This is an optimization exercise on Yosys and OpenROAD, whose aim is small area, a short achievable clock period and few clock cycles per item, not a production implementation. The RTL was checked by simulation tests, not by an equivalence proof against the original design.

==> run a: inputs <==
// l3_gan
module l3_gan (
    input               clk,
    input               rst,
    input               start,
    input  signed [15:0] x1,
    input  signed [15:0] x2,
    input  signed [15:0] x3,
    input  signed [15:0] x4,
    input  signed [16*4*4-1:0] L1_w,
    input  signed [16*4-1:0]   L1_b,
    input  signed [16*2*4-1:0] L2_w,
    input  signed [16*2-1:0]   L2_b,
    input  signed [16*1*2-1:0] L3_w,
    input  signed [16*1-1:0]   L3_b,
    input  signed [16*1*1-1:0] L4_w,
    input  signed [16*1-1:0]   L4_b,
    input  signed [16*1*1-1:0] L5_w,
    input  signed [16*1-1:0]   L5_b,
    input  signed [16*2*1-1:0] L6_w,
    input  signed [16*2-1:0]   L6_b,
    input  signed [16*4*2-1:0] L7_w,
    input  signed [16*4-1:0]   L7_b,
    input  signed [16*4*4-1:0] L8_w,
    input  signed [16*4-1:0]   L8_b,
    output signed [15:0] out1,
    output signed [15:0] out2,
    output signed [15:0] out3,
    output signed [15:0] out4,
    output reg           done
);
    reg        busy;
    reg  [3:0] step;           
    reg        dual;           
    reg  [63:0] wr;
    reg  [15:0] bar, bbr;      
    reg  [63:0] xr;
    reg  [14:0] o1, o2, o3;
    wire [14:0] y1, y2;
    l3_neuron neuron_inst (.x(xr), .w(wr), .ba(bar), .bb(bbr), .dual(dual),
                           .y1(y1), .y2(y2));
    wire [15:0] sel;
    wire [95:0] wsel;
    l3_wmux wmux_inst (
        .L1_w(L1_w), .L1_b(L1_b), .L2_w(L2_w), .L2_b(L2_b),
        .L3_w(L3_w), .L3_b(L3_b), .L4_w(L4_w), .L4_b(L4_b),
        .L5_w(L5_w), .L5_b(L5_b), .L6_w(L6_w), .L6_b(L6_b),
        .L7_w(L7_w), .L7_b(L7_b), .L8_w(L8_w), .L8_b(L8_b),
        .e(sel), .y(wsel));
    wire layer_end = (step == 4'd3) | (step == 4'd5) | (step == 4'd6) |
  ...
export LEC_CHECK = 0
export CAP_MARGIN = 20
export CORE_AREA = 5 5 465 465
export DIE_AREA = 0 0 470 470
export PLACE_DENSITY = 0.65
export SETUP_SLACK_MARGIN = 4.5
export SLEW_MARGIN = 20
export SYNTH_HIERARCHICAL = 1
export SYNTH_MINIMUM_KEEP_SIZE = 0
create_clock -name core_clock -period 12.0 [get_ports {clk}]
standard.sh (not shown) runs the stock make flow with config.mk's settings and CLKGATE_MAP_FILE= SYNTH_SCRIPT=/design/flow/synth_recipe.tcl, a recipe that flattens the netlist after the stock synthesis.
==> flow/flow/run.sh <==
#!/bin/bash
set -e
cp standard.sh standard.sh.txt
cp config.mk config.mk.txt
export BUFFER_PORTS_ARGS="-buffer_cell sky130_fd_sc_hd__buf_1"
bash standard.sh > standard.log 2>&1
==> inputs of run b, as changes to run a <==
==> flow/run.sh (new file) <==
#!/bin/bash
# synth_recipe.tcl (not shown) runs the flow's synth.tcl, then flattens the netlist and writes it again
# the make line also repeats each setting of config.mk as NAME=value (left out here)
make -C /OpenROAD-flow-scripts/flow DESIGN_CONFIG=/design/flow/config.mk WORK_HOME=/design/flow/orfs CLKGATE_MAP_FILE= SYNTH_SCRIPT=/design/flow/synth_recipe.tcl finish
==> flow/config.mk (replaced) <==
export PLATFORM = sky130hd
export DESIGN_NAME = l3_gan
export DESIGN_NICKNAME = l3_gan
export VERILOG_FILES = /design/flow/design.v
export SDC_FILE = /design/flow/constraint.sdc
export NUM_CORES = 4
export LEC_CHECK = 0
export CAP_MARGIN = 50
export CORE_MARGIN = 2
export CORE_UTILIZATION = 35
export SETUP_SLACK_MARGIN = 3.5
export SLEW_MARGIN = 50
export SYNTH_HIERARCHICAL = 1
export SYNTH_MINIMUM_KEEP_SIZE = 0
removed: flow/flow/run.sh
removed: flow/standard.sh
==> comparison table <==
	run b	run a
Run status	aborted with a tool error	finished clean
Last stage reached	I/O pin placement	-
Share of synthesized area occupied by flip-flops and latches	12.8%	12.8%
Simple-gate share of the synthesized area	15.5%	15.5%
Synthesis warning total	7	7
Number of flops mapped to enable cells by yosys	109	109
XOR/XNOR share of the synthesized area	1.23%	1.23%
Count of distinct cell types in the synthesized netlist	68	68
Number of standard cells after synthesis	4028	4028
Cell taking the most area after synthesis	sky130_fd_sc_hd__fa_1	sky130_fd_sc_hd__fa_1
Synthesized area divided by synthesized cell count	10.5 sq um	10.5 sq um
Cell row count	127	168
Top flip-flop cell by instance count after synthesis	sky130_fd_sc_hd__edfxtp_1	sky130_fd_sc_hd__edfxtp_1
Multiplexer share of the synthesized area	1.31%	1.31%
Die width	351 microns	470 microns
Die H	351 microns	470 microns
Syn_nets	6396	6396
Fraction of registers with async set or reset after synthesis	3.30%	3.30%
Starting density of the core	35.2%	20.0%
Compound-gate portion of the synthesized area	13.3%	13.3%
Testbench counts of run a, summed over its fixed seeds: cycles 28,800, items 1,600.
Testbench counts of run b, summed over its fixed seeds: cycles 28,800, items 1,600.

-- what the ideal ports hide --
The results above use ideal ports. As a check the final layout listed here was re-extracted and re-timed, cells and wires unchanged. Step 1, drivers: a clkbuf_16 drives clk and a buf_2 each remaining input, both assumed. Step 2 times the ports against the registers' clock, not the clock port: input delays grow and output delays shrink by t, the midpoint of the rising clock arrivals with the driver on. a / b / c = ideal / step 1 / step 2; a / b = the first two.
run: run a
t, ns: 0.677
setup slack, ns: 3.920 / 3.920 / 3.920
clock arrival spread, ns: 0.043 / 0.044
worst data-port slew with drivers (ns): 0.43
After both steps run a still meets setup and hold. The setup slack of run a moves by 0.000 ns with the drivers and by 0.000 ns with both steps.
